This design comes from an exercise in tuning for small area, a short achievable clock period and few clock cycles per item on the open sky130 flow, not from production work. Only the layout flow was run in this run; the RTL was not checked for function there. Power and IR drop assume default switching activity.

===== flow/config.mk =====
export PLATFORM = sky130hd
export DESIGN_NAME = fbindct_8bit
export DESIGN_NICKNAME = fbindct_8bit
export VERILOG_FILES = /design/flow/design.v
export SDC_FILE = /design/flow/constraint.sdc
export NUM_CORES = 4
export LEC_CHECK = 0
export CAP_MARGIN = 20
export CORE_MARGIN = 2
export CORE_UTILIZATION = 40
export SLEW_MARGIN = 20

===== flow/constraint.sdc =====
create_clock -name core_clock -period 10.0 [get_ports {clk}]
set_input_delay 2.0000 -clock core_clock [delete_from_list [all_inputs] [get_ports {clk}]]
set_output_delay 2.0000 -clock core_clock [all_outputs]
set_load 0.01 [all_outputs]

===== flow/design.v =====
`timescale 1ns / 1ps
module fbindct_8bit #(
  parameter IN_WIDTH = 8,                                  
  parameter INT_BITS = 6,                                  
  parameter FRAC_BITS = 6,                                 
  parameter INTER_WIDTH = IN_WIDTH + INT_BITS + FRAC_BITS, 
  parameter OUT_WIDTH = 20                                 
)(
  input                                        clk,
  input                                        rst,
  input signed [8*IN_WIDTH-1:0]                x_in,         
  input                                        ready_in,     
  input                                        load,         
  output                                       valid_out,    
  output signed [8*OUT_WIDTH-1:0]              y_out         
);
parameter [1:0] IDLE = 2'b00;
parameter [1:0] WAIT = 2'b01;
parameter [1:0] SEND = 2'b10;
reg [1:0] state;
parameter [1:0] STAGE1 = 2'b00;
parameter [1:0] STAGE2 = 2'b01;
parameter [1:0] STAGE3 = 2'b10;
parameter [1:0] STAGE4 = 2'b11;
reg [1:0] stage;
reg signed [IN_WIDTH-1:0] x_reg_0, x_reg_1, x_reg_2, x_reg_3, x_reg_4, x_reg_5, x_reg_6, x_reg_7;
reg done;
assign valid_out = done;
always @(posedge clk) begin : state_machine
  if (rst) begin
    state <= IDLE;
    stage <= STAGE1;
    done <= 1'b0;
    x_reg_0 <= 0;
    x_reg_1 <= 0;
    x_reg_2 <= 0;
    x_reg_3 <= 0;
    x_reg_4 <= 0;
    x_reg_5 <= 0;
    x_reg_6 <= 0;
    x_reg_7 <= 0;
  end else begin
    case (state)
      IDLE: begin
        if(load) begin
          x_reg_0 <= x_in[1*IN_WIDTH-1:0*IN_WIDTH];
          x_reg_1 <= x_in[2*IN_WIDTH-1:1*IN_WIDTH];
          x_reg_2 <= x_in[3*IN_WIDTH-1:2*IN_WIDTH];
          x_reg_3 <= x_in[4*IN_WIDTH-1:3*IN_WIDTH];
          x_reg_4 <= x_in[5*IN_WIDTH-1:4*IN_WIDTH];
          x_reg_5 <= x_in[6*IN_WIDTH-1:5*IN_WIDTH];
          x_reg_6 <= x_in[7*IN_WIDTH-1:6*IN_WIDTH];
          x_reg_7 <= x_in[8*IN_WIDTH-1:7*IN_WIDTH];
          state <= WAIT;
        end
      end
      WAIT: begin
        case (stage)
          STAGE1: begin 
            stage <= STAGE2;
            done <= 1'b0;
          end
          STAGE2: stage <= STAGE3;
          STAGE3: stage <= STAGE4;
          STAGE4: begin 
            state <= SEND;
            stage <= STAGE1;
            done <= 1'b1;
          end
          default : begin 
            stage <= STAGE1;
          end
        endcase
      end
      SEND: begin
        if(ready_in) begin
          state <= IDLE;
          done <= 1'b0;
        end
      end
      default: state <= IDLE;
    endcase
  end
end
reg signed [INTER_WIDTH-1:0] a_reg_0, a_reg_1, a_reg_2, a_reg_3, a_reg_4, a_reg_5, a_reg_6, a_reg_7;
wire signed [INTER_WIDTH-1:0] a_wire_0, a_wire_1, a_wire_2, a_wire_3, a_wire_4, a_wire_5, a_wire_6, a_wire_7;
assign a_wire_0 = (x_reg_0 + x_reg_7) << FRAC_BITS;
assign a_wire_1 = (x_reg_1 + x_reg_6) << FRAC_BITS;
assign a_wire_2 = (x_reg_2 + x_reg_5) << FRAC_BITS;
assign a_wire_3 = (x_reg_3 + x_reg_4) << FRAC_BITS;
assign a_wire_4 = (x_reg_3 - x_reg_4) << FRAC_BITS;
assign a_wire_5 = (x_reg_2 - x_reg_5) << FRAC_BITS;
assign a_wire_6 = (x_reg_1 - x_reg_6) << FRAC_BITS;
assign a_wire_7 = (x_reg_0 - x_reg_7) << FRAC_BITS;
always @(posedge clk) begin : stage1
  if(rst) begin
    a_reg_0 <= 0;
    a_reg_1 <= 0;
    a_reg_2 <= 0;
    a_reg_3 <= 0;
    a_reg_4 <= 0;
    a_reg_5 <= 0;
    a_reg_6 <= 0;
    a_reg_7 <= 0;
  end else if(stage == STAGE1) begin
    a_reg_0 <= a_wire_0;
    a_reg_1 <= a_wire_1;
    a_reg_2 <= a_wire_2;
    a_reg_3 <= a_wire_3;
    a_reg_4 <= a_wire_4;
    a_reg_5 <= a_wire_5;
    a_reg_6 <= a_wire_6;
    a_reg_7 <= a_wire_7;
  end
end
reg signed [INTER_WIDTH-1:0] b_reg_0, b_reg_1;
wire signed [INTER_WIDTH-1:0] b_wire_0, b_wire_1;
assign b_wire_0 = (a_reg_5>>>2) + (a_reg_5>>>3) + a_reg_6;             
assign b_wire_1 = (b_wire_0>>>1) + (b_wire_0>>>3) - a_reg_5;           
always @(posedge clk) begin : stage2
  if(rst) begin
    b_reg_0 <= 0;
    b_reg_1 <= 0;
  end else if(stage == STAGE2) begin
    b_reg_0 <= b_wire_0;
    b_reg_1 <= b_wire_1;
  end
end
reg signed [INTER_WIDTH-1:0] c_reg_0, c_reg_1, c_reg_2, c_reg_3, c_reg_4, c_reg_5, c_reg_6, c_reg_7;
wire signed [INTER_WIDTH-1:0] c_wire_0, c_wire_1, c_wire_2, c_wire_3, c_wire_4, c_wire_5, c_wire_6, c_wire_7;
assign c_wire_0 = a_reg_0 + a_reg_3;
assign c_wire_1 = a_reg_2 + a_reg_1;
assign c_wire_2 = a_reg_1 - a_reg_2;
assign c_wire_3 = a_reg_0 - a_reg_3;
assign c_wire_4 = a_reg_4 + b_reg_1;
assign c_wire_5 = a_reg_4 - b_reg_1;
assign c_wire_6 = a_reg_7 - b_reg_0;
assign c_wire_7 = b_reg_0 + a_reg_7;
always @(posedge clk) begin : stage3 
  if(rst) begin
    c_reg_0 <= 0;
    c_reg_1 <= 0;
    c_reg_2 <= 0;
    c_reg_3 <= 0;
    c_reg_4 <= 0;
    c_reg_5 <= 0;
    c_reg_6 <= 0;
    c_reg_7 <= 0;
  end else if(stage == STAGE3) begin
    c_reg_0 <= c_wire_0;
    c_reg_1 <= c_wire_1;
    c_reg_2 <= c_wire_2;
    c_reg_3 <= c_wire_3;
    c_reg_4 <= c_wire_4;
    c_reg_5 <= c_wire_5;
    c_reg_6 <= c_wire_6;
    c_reg_7 <= c_wire_7;
  end
end
reg signed [INTER_WIDTH-1:0] d_reg_0, d_reg_1, d_reg_2, d_reg_3, d_reg_4, d_reg_5, d_reg_6;
wire signed [INTER_WIDTH-1:0] d_wire_0, d_wire_1, d_wire_2, d_wire_3, d_wire_4, d_wire_5, d_wire_6;
assign d_wire_0 = c_reg_0 + c_reg_1;                                          
assign d_wire_1 = (d_wire_0>>>1) - c_reg_1;                                   
assign d_wire_2 = c_reg_2 - ((c_reg_3>>>2) + (c_reg_3>>>3));                 
assign d_wire_3 = c_reg_3 + (d_wire_2>>>2) + (d_wire_2>>>3);                 
assign d_wire_4 = c_reg_4 - (c_reg_7>>>3);                                    
assign d_wire_5 = c_reg_5 + (c_reg_6>>>1) + (c_reg_6>>>2) + (c_reg_6>>>3);  
assign d_wire_6 = c_reg_6 - (d_wire_5>>>1);                                   
always @(posedge clk) begin : stage4 
  if(rst) begin
    d_reg_0 <= 0;
    d_reg_1 <= 0;
    d_reg_2 <= 0;
    d_reg_3 <= 0;
    d_reg_4 <= 0;
    d_reg_5 <= 0;
    d_reg_6 <= 0;
  end else if(stage == STAGE4) begin
    d_reg_0 <= d_wire_0;
    d_reg_1 <= d_wire_1;
    d_reg_2 <= d_wire_2;
    d_reg_3 <= d_wire_3;
    d_reg_4 <= d_wire_4;
    d_reg_5 <= d_wire_5;
    d_reg_6 <= d_wire_6;
  end
end
reg [INTER_WIDTH-1:0] c_reg7_delay;
always @(posedge clk) begin : delay_c_reg
  if (rst) begin
    c_reg7_delay <= 1'b0;
  end else begin
    c_reg7_delay <= c_reg_7;
  end
end
assign y_out[1*OUT_WIDTH-1:0*OUT_WIDTH] = d_reg_0;
assign y_out[2*OUT_WIDTH-1:1*OUT_WIDTH] = c_reg7_delay;
assign y_out[3*OUT_WIDTH-1:2*OUT_WIDTH] = d_reg_3;
assign y_out[4*OUT_WIDTH-1:3*OUT_WIDTH] = d_reg_6;
assign y_out[5*OUT_WIDTH-1:4*OUT_WIDTH] = d_reg_1;
assign y_out[6*OUT_WIDTH-1:5*OUT_WIDTH] = d_reg_5;
assign y_out[7*OUT_WIDTH-1:6*OUT_WIDTH] = d_reg_2;
assign y_out[8*OUT_WIDTH-1:7*OUT_WIDTH] = d_reg_4;
endmodule

===== flow/run.sh =====
#!/bin/bash
# synth_recipe.tcl (not shown) runs the flow's synth.tcl, then flattens the netlist and writes it again
# the make line also repeats each setting of config.mk as NAME=value (left out here)
make -C /OpenROAD-flow-scripts/flow DESIGN_CONFIG=/design/flow/config.mk WORK_HOME=/design/flow/orfs CLKGATE_MAP_FILE= SYNTH_SCRIPT=/design/flow/synth_recipe.tcl finish

==> notes.md <==
number of nets at the end of the flow=4,049; final hold violation count=0; crit path time final=6.11 ns; DR vias=22,800; largest net degree at the start of global routing=221; dominant cell by count in the synthesized netlist=nor2_1; Post-synth top cells=nor2_1, dfxtp_1, inv_1; clock transition at the registers of the reported paths=0.06 ns; post-synthesis xor/xnor area fraction=7.26%; largest family of logic cells by synthesized area=adder cells; share of final-layout standard cells stronger than drive strength 1=3.45%; clock tree buffer depth=3; worst setup margin=3.89 ns; length of the first detailed-routing pass in iterations=7; maximum clock rate=164 MHz; Min-Delay Startpoint=c_reg_7[4]; clock buffers created by TritonCTS=49; antenna violations before repair=0; met3 demand-to-capacity share in global routing=2.57%; mux share of post-synthesis cell area=5.10%; via count of the first global-routing pass=21,300; antenna violation net count after detailed routing=0; width of the die=273 µm; CTS Root Buffer Type=clkbuf_16; startpoint-to-endpoint class of the critical path=reg -> reg; critical-path cell list=inv_1 -> fa_1 -> fa_1 -> inv_1 -> ha_1 -> o21ai_0 -> nor2_1 -> o21ai_0 -> and2_1 -> xor2_1 -> ha_1 -> o21a_1 -> o21ai_0 -> a22oi_1 -> a31o_2 -> maj3_1 -> maj3_1 -> nand3b_1 -> and2_1 -> a2111oi_0 -> o21ai_0 -> a311oi_1; final clock period utilization by the worst path=61.1%; number of DRC violations after detailed routing=0; overall global routing resource usage=19.6%; count of H-tree levels built during CTS=2; number of DRC violations after detailed-routing iteration 0=1,219; number of post-CTS setup repair buffers=0; GRT met2 Usage=29.8%; Max-cap violations=0; endpoints failing setup=0; fill cell count=7,151; startpoint of the lowest-slack register-to-register path=c_reg_5[1]; final number of max-transition violations=0; dominant synthesized flop cell=dfxtp_1; clock tree from TritonCTS=done; core area=71,600 µm²; critical path startpoint=c_reg_5[1]; total global routing overflow=0; path class of the lowest-slack min-delay path=reg -> reg; DP HPWL=57,600 µm; Max Fanout on Critical Path=7; first-pass GRT wire length=117,000 µm; share of the synthesized area in the top cell type=29.9%; cell taking the most area after synthesis=dfxtp_1; number of standard cells after synthesis=3,451; endpoint type of the worst setup path=register; number of vias per cell after detailed routing=4.98; leakage power total=13.7 nW; gpl congestion=0.865; cell row count=98; fraction of synthesis flops using an asynchronous set or reset pin=0%; maximum vdd ir drop=0.000214 V; RSZ-0062 raised after global routing=false; net switching power of the design=3.73 mW; adder-cell share of the synthesized area=20.0%; startpoint type of the worst setup path=register; Flop pwr share=22.7%; Resized cells post-CTS=0; most used routing layer=met2; worst stage delay on the critical path=0.51 ns; Syn Std Cell Area=29,000 µm²; result of the run=finished clean; Synth area leaders=dfxtp_1, ha_1, nor2_1, fa_1, xnor2_1; share of synthesized cell area in and, or, nand and nor gates=13.9%; power density relative to cell area=265 nW/µm²; I/O pin total=229; fraction of the yosys area taken by sequential cells=29.9%; slew margin rel.=27.7%; number of flops mapped to enable cells by yosys=0; placement-stage worst setup slack=3.95 ns; fraction of met1 tracks used by global routing=29.2%; syn_area_per_cell=8.39 µm²; growth of design area from synthesis to finish=15.6%; post-synthesis compound-gate area fraction=16.8%; distinct cell type count of the synthesized netlist=67; Comb power frac=55.5%; setup total negative slack=0 ns; Worst EP arrival=6.61 ns; most frequent CP cell=o21ai_0; switching part of the total power=42.1%; routed wirelength normalized by instance count=16.2 µm; sink count of the clock tree=432; clock latency on the worst-skew pair=0.60 ns; area taken by flip-flops and latches=8650 µm²; Clock Skews=0.0285 ns; Post-CTS Hold Buffers=0; Clk network pwr share=21.7%; count of antenna diodes in the layout=0; routed wire length=74,200 µm; warning count from the yosys run=1; Internal Dissipation=5.13 mW; effective utilization at floorplan=40.4%; number of input and output port buffers inserted=208; synthesized flop and latch total=432; Vert. Die Dim=273 µm; slowest stage cell, crit path=dfxtp_1; Multi-input gate area=18,400 µm²; required time at the worst-slack endpoint=10.51 ns; slew of the pin with the lowest slew margin=1.09 ns; Total Die Area=74,600 µm²
## cells in the final DEF (no fill, tap or decap), types with 62 or more instances in the layout
cell type and n:
nor2_1 474, xor2_1 62, nand2_1 238, o21ai_0 117
clkdlybuf4s50_1 207, a21oi_1 263, xnor2_1 178, o21bai_1 64
nor3_1 63, dfxtp_1 432, inv_1 360, mux2i_1 144
fa_1 89, ha_1 307, a211oi_1 113
## flip-flops by register name (all words and copies together) (netlist names), 9 cells and up
signal        cells
b_reg_0          15
c_reg_0          14
c_reg_5          19
c_reg_4          18
c_reg_3          13
d_reg_2          17
d_reg_6          19
d_reg_1          14
a_reg_1           9
c_reg_6          15
a_reg_0           9
d_reg_3          19
a_reg_2           9
c_reg_2          13
c_reg7_delay     17
c_reg_1          14
c_reg_7          17
d_reg_4          18
a_reg_3           9
b_reg_1          20
d_reg_0          14
d_reg_5          19
## power by group through the flow
stage | Combinational (mW) | Clock (mW) | Sequential (mW)
floorplan | 3.86 | 0 | 1.98
global placement | 4.88 | 0 | 2.05
detailed placement | 4.90 | 0 | 2.05
CTS | 4.93 | 1.97 | 2.01
global route | 5.52 | 2.05 | 2.03
finish | 4.92 | 1.93 | 2.01
## worst paths after layout
kind	to	slack, ns	cells after the start
setup / recovery	d_reg_6[18]	3.89	22
hold reg to reg	c_reg7_delay[4]	0.46	1
setup reg to reg	d_reg_6[18]	3.89	22
hold / removal	c_reg7_delay[4]	0.46	1
## final cells by class
| cell class | instances | area share, % |
|---|---|---|
| multi-input cells | 2518 | 54.9 |
| inverters | 361 | 4.05 |
| repair buffers | 219 | 6.52 |
| clock inverters | 30 | 1.21 |
| clock buffers | 60 | 3.94 |
| well taps | 950 | 3.55 |
| flip-flops and latches | 432 | 25.8 |
## cells by family after synthesis
kind of cell / Yosys count
DFF: 432
and+or+nand+nor: 941
AOI/OAI and AO/OA: 760
buffers and inverters: 520
xor gates and xnor gates: 240
muxes: 147
other: 1
adders and majority gates: 410
## worst max-delay path: cells and delay by family (launching register included)
kind | cells | cell delay [ns]
adders and majority gates | 6 | 2.42
buffers and inverters | 2 | 0.15
AOI/OAI and AO/OA | 9 | 2.04
xor gates and xnor gates | 1 | 0.23
and+or+nand+nor | 4 | 0.64
DFF | 1 | 0.51
## stage by stage
| stage | std cells | cell area, µm² | hold slack (ns) | power (mW) | utilization [%] |
|---|---|---|---|---|---|
| global route | 4570 | 33500 | 0.495 | 9.59 | 46.7 |
| finish | 4570 | 33500 | 0.459 | 8.86 | 46.7 |
| detailed placement | 4480 | 31700 | 0.460 | 6.95 | 44.3 |
| global placement | 4480 | 31700 | 0.453 | 6.92 | 44.3 |
| CTS | 4570 | 33500 | 0.458 | 8.91 | 46.7 |
| floorplan | 3470 | 29000 | 0.429 | 5.84 | - |
## routing by layer
layer  wire (µm)  vias up
met1       38600    10400
li1            -    11900
met3        3010       82
met2       31000      412
met4        1590        0
met5           0        -

## what the ideal ports hide
How much do the figures lean on ideal ports? The routed layout below was timed once more, with nothing changed but the port constraints.
Step 1 assumes that a clkbuf_16 drives the clock port and a buf_2 every other input.
Step 2, shift: input delay + t, output delay - t, t = (earliest + latest rising clock arrival at the registers) / 2. This alone moves slack from input paths to output paths.
Three values: ideal ports, drivers, drivers and shift; two values: the first two.
t (ns): 0.643
setup slack, ns: 3.895 / 3.895 / 3.895
worst setup path after step 2: register to register
worst slew at a driven data input, ns: 0.06
pins driven straight from the clock port: 1
After both steps setup and hold are still met in this run. For this run, drivers alone change the setup slack by 0.000 ns; drivers and shift together by 0.000 ns.
